From an optimization exercise on the open Yosys and OpenROAD flow, aimed at small area; shortcuts taken in it are not production practice. Only simulation tests tie the RTL to the original design; equivalence was not proved. The clock port is modelled as an ideal driver; clocking choices that lean on that would not hold on a real chip. Power is estimated from default activity; no workload was simulated.

==> flow/design.v (excerpt) <==
module sync_shfifo #(
    parameter FIFO_WIDTH = 32,
    parameter FIFO_ADDR  = 5,
    parameter FIFO_DEPTH = 1 << FIFO_ADDR,
    parameter FIFO_AE_THRESHOLD = 1,
    parameter FIFO_AF_THRESHOLD = FIFO_DEPTH -1)
(
    input                           clk,
    input                           rst_n,
    input                           fifo_wen,
    input      [FIFO_WIDTH-1 :0]    fifo_wdat,
    input                           fifo_ren,
    output     [FIFO_WIDTH-1 :0]    fifo_rdat,
    output                          fifo_empty,
    output                          fifo_full,
    output                          fifo_aempty,
    output                          fifo_afull,
    output     [FIFO_ADDR :0]       fifo_wcnt,
    output reg [FIFO_ADDR :0]       fifo_rcnt,
    output reg                      fifo_wr_full_err,
    output reg                      fifo_rd_empty_err
);
Size in the first run: roughly 1,700 cells after synthesis, ~1,000 flip-flops, ~86 I/O pins.
export LEC_CHECK = 0
export CAP_MARGIN = 10
export CORE_MARGIN = 2
export CORE_UTILIZATION = 55
export CTS_BUF_LIST = sky130_fd_sc_hd__clkbuf_8
export CTS_CLUSTER_DIAMETER = 60
export CTS_CLUSTER_SIZE = 16
export GPL_TIMING_DRIVEN = 0
export SLEW_MARGIN = 10
export SYNTH_HIERARCHICAL = 1
create_clock -name core_clock -period 7.0 [get_ports {clk}]
standard.sh (not shown) runs the stock make flow with config.mk's settings and CLKGATE_MAP_FILE= SYNTH_SCRIPT=/design/flow/synth_recipe.tcl, a recipe that flattens the netlist after the stock synthesis.
==> flow/flow/run.sh <==
#!/bin/bash
# Standard ORFS layout (the standard.sh, standard synthesis unchanged);
# the only change: port buffers are sky130_fd_sc_hd__buf_1 (repair_design
# then sizes up or buffers the ones with large loads).
set -uo pipefail
export BUFFER_PORTS_ARGS="-buffer_cell sky130_fd_sc_hd__buf_1"
bash standard.sh > standard.log 2>&1
rc=$?
mkdir -p orfs_logs
cp -r orfs/logs/. orfs_logs/ 2>/dev/null || true
exit $rc
The starting point completed with no timing, DRC or antenna violations.
Rerun with:
--- a/flow/config.mk
+++ b/flow/config.mk
@@ -9,7 +9,6 @@
 export CORE_MARGIN = 2
-export CORE_UTILIZATION = 55
-export CTS_BUF_LIST = sky130_fd_sc_hd__clkbuf_8
-export CTS_CLUSTER_DIAMETER = 60
-export CTS_CLUSTER_SIZE = 16
-export GPL_TIMING_DRIVEN = 0
+export CORE_UTILIZATION = 65
+export CTS_BUF_LIST = sky130_fd_sc_hd__clkbuf_4
+export CTS_CLUSTER_DIAMETER = 40
+export CTS_CLUSTER_SIZE = 10
 export SLEW_MARGIN = 10
=>
- The new run ran to the end with no violations
- global-route usage climbs by 7.1 points
- setup slack gets worse by 0.53 ns
- fmax drops by roughly a tenth

---

The RTL this note starts from:
==> flow/design.v <==
module sync_shfifo #(
    parameter FIFO_WIDTH = 32,
    parameter FIFO_ADDR  = 5,
    parameter FIFO_DEPTH = 1 << FIFO_ADDR,
    parameter FIFO_AE_THRESHOLD = 1,
    parameter FIFO_AF_THRESHOLD = FIFO_DEPTH -1)
(
    input                           clk,
    input                           rst_n,
    input                           fifo_wen,
    input      [FIFO_WIDTH-1 :0]    fifo_wdat,
    input                           fifo_ren,
    output     [FIFO_WIDTH-1 :0]    fifo_rdat,
    output                          fifo_empty,
    output                          fifo_full,
    output                          fifo_aempty,
    output                          fifo_afull,
    output     [FIFO_ADDR :0]       fifo_wcnt,
    output reg [FIFO_ADDR :0]       fifo_rcnt,
    output reg                      fifo_wr_full_err,
    output reg                      fifo_rd_empty_err
);
reg  [FIFO_WIDTH-1 :0]   fifo_data[FIFO_DEPTH-1 :0];
wire wr_acc = fifo_wen & ~fifo_full;
wire rd_acc = fifo_ren & ~fifo_empty;
integer i;
always @(posedge clk)
begin
    if (wr_acc) begin
        fifo_data[0] <= fifo_wdat;
        for (i = 1; i < FIFO_DEPTH; i = i + 1)
            fifo_data[i] <= fifo_data[i-1];
    end
end
wire [3:0]              rd_lo;
wire [8:0]              rd_hi;
wire [FIFO_DEPTH-1 :0]  rd_sel;
genvar gk, gb;
generate
    for (gk = 0; gk < 4; gk = gk + 1) begin : g_lo
        assign rd_lo[gk] = fifo_rcnt[1:0] == gk;
    end
    for (gk = 0; gk < 9; gk = gk + 1) begin : g_hi
        assign rd_hi[gk] = fifo_rcnt[FIFO_ADDR:2] == gk;
    end
    for (gk = 0; gk < FIFO_DEPTH; gk = gk + 1) begin : g_dec
        sync_shfifo_and2 u_rd (.a(rd_hi[(gk+1)/4]), .b(rd_lo[(gk+1)%4]), .y(rd_sel[gk]));
    end
endgenerate
generate
    for (gb = 0; gb < FIFO_WIDTH; gb = gb + 1) begin : g_rd
        wire [FIFO_DEPTH-1 :0] col;
        for (gk = 0; gk < FIFO_DEPTH; gk = gk + 1) begin : g_col
            assign col[gk] = fifo_data[gk][gb];
        end
        sync_shfifo_rdbit u_rd (.d(col), .sel(rd_sel), .q(fifo_rdat[gb]));
    end
endgenerate
always @(posedge clk or negedge rst_n)
begin
    if(~rst_n)
        fifo_rcnt <= 'b0;
    else if(wr_acc & ~rd_acc)
        fifo_rcnt <= fifo_rcnt + 'b1;
    else if(rd_acc & ~wr_acc)
        fifo_rcnt <= fifo_rcnt - 'b1;
end
assign fifo_wcnt   = FIFO_DEPTH - fifo_rcnt;
assign fifo_full   = fifo_rcnt[FIFO_ADDR];
assign fifo_empty  = fifo_rcnt == 'b0;
assign fifo_aempty = fifo_rcnt <= FIFO_AE_THRESHOLD;
assign fifo_afull  = fifo_rcnt >= FIFO_AF_THRESHOLD;
always @(posedge clk or negedge rst_n) begin
    if(~rst_n)
        fifo_wr_full_err <= 'b0;
    else if(fifo_full & fifo_wen)
        fifo_wr_full_err <= 'b1;
end
always @(posedge clk or negedge rst_n) begin
    if(~rst_n)
        fifo_rd_empty_err <= 'b0;
    else if(fifo_empty & fifo_ren)
        fifo_rd_empty_err <= 'b1;
end
endmodule
module sync_shfifo_and2 (input a, input b, output y);
assign y = a & b;
endmodule
module sync_shfifo_rdbit (
    input  [31:0] d,
    input  [31:0] sel,
    output        q
);
wire [9:0]  g;
wire [2:0]  h;
genvar i;
generate
    for (i = 0; i < 10; i = i + 1) begin : g_aoi
        sync_shfifo_aoi222 u_aoi (.d(d[3*i+2:3*i]), .s(sel[3*i+2:3*i]), .y(g[i]));
    end
endgenerate
sync_shfifo_nand4  u_nd0 (.a(g[3:0]),  .y(h[0]));
sync_shfifo_nand4  u_nd1 (.a(g[7:4]),  .y(h[1]));
sync_shfifo_aoi22_nand3 u_nd2 (.g(g[9:8]), .d(d[31:30]), .s(sel[31:30]), .y(h[2]));
assign q = |h;
endmodule
module sync_shfifo_aoi222 (input [2:0] d, input [2:0] s, output y);
assign y = ~|(d & s);
endmodule
module sync_shfifo_nand4 (input [3:0] a, output y);
assign y = ~&a;
endmodule
module sync_shfifo_aoi22_nand3 (input [1:0] g, input [1:0] d, input [1:0] s, output y);
assign y = ~(g[0] & g[1] & ~|(d & s));
endmodule
export LEC_CHECK = 0
export CAP_MARGIN = 10
export CORE_MARGIN = 2
export CORE_UTILIZATION = 55
export SLEW_MARGIN = 10
export SYNTH_HIERARCHICAL = 1
create_clock -name core_clock -period 7.0 [get_ports {clk}]
==> flow/flow/run.sh <==
#!/bin/bash
# Standard ORFS layout (the standard.sh, standard synthesis unchanged) with
# these changes to how the layout is made:
#  - port buffers are sky130_fd_sc_hd__buf_1 (repair_design then sizes up or
#    buffers the ones with large loads);
#  - clock tree synthesis without dummy loads (same clustering and buffer as
#    config.mk's CTS settings);
#  - after CTS, an area-recovery pass (flow/downsize.tcl) downsizes
#    combinational cells while slew, capacitance and timing stay met.
set -uo pipefail
export BUFFER_PORTS_ARGS="-buffer_cell sky130_fd_sc_hd__buf_1"
export CTS_ARGS="-sink_clustering_enable -repair_clock_nets -sink_clustering_size 17 -sink_clustering_max_diameter 80 -buf_list sky130_fd_sc_hd__clkbuf_8 -dont_use_dummy_load"
export POST_CTS_TCL=$PWD/flow/post_cts.tcl
bash standard.sh > standard.log 2>&1
rc=$?
mkdir -p orfs_logs
cp -r orfs/logs/. orfs_logs/ 2>/dev/null || true
exit $rc
Other scripts of this flow, unchanged in this note and not shown: flow/flow/downsize.tcl, flow/flow/post_cts.tcl
The baseline finished clean.
==> next run, changes <==
--- a/flow/config.mk
+++ b/flow/config.mk
@@ -10 +10 @@
-export CORE_UTILIZATION = 55
+export CORE_UTILIZATION = 48
What happened:
- die area goes up by about a fifth
- total power rises slightly
- clock skew climbs by 0.044 ns
- setup slack gains 0.32 ns
- fmax climbs by a few percent
- area after synthesis stays the same
- cell count grows by a few percent

-- afterwards: timing with drivers on the ports --
No port has a modelled driver above. Below, the same layouts with a new extraction and two added sets of constraints. Step 1 (the two cells are an assumption about what drives the block):
set clk [get_ports {clk}]
set_driving_cell -lib_cell sky130_fd_sc_hd__clkbuf_16 $clk
set_driving_cell -lib_cell sky130_fd_sc_hd__buf_2 [delete_from_list [all_inputs] $clk]
Step 2, shift: input delay + t, output delay - t, t = (earliest + latest rising clock arrival at the registers) / 2. This alone moves slack from input paths to output paths. Slacks: ideal ports / drivers / drivers and shift; pairs: ideal ports / drivers.
run	t (ns)	setup WS [ns]	worst register clock-pin slew, ns	cell pins on the clock port's net
the first run of note 1	0.744	2.023 / 1.962 / 2.706	0.10 / 0.10	1
the second run of note 1	1.081	1.497 / 1.437 / 2.518	0.12 / 0.12	1
the first run of note 2	0.725	0.726 / 0.669 / 1.394	0.11 / 0.11	1
the second run of note 2	0.706	1.041 / 0.982 / 1.688	0.11 / 0.11	1
After both steps setup and hold are still met in every run listed.
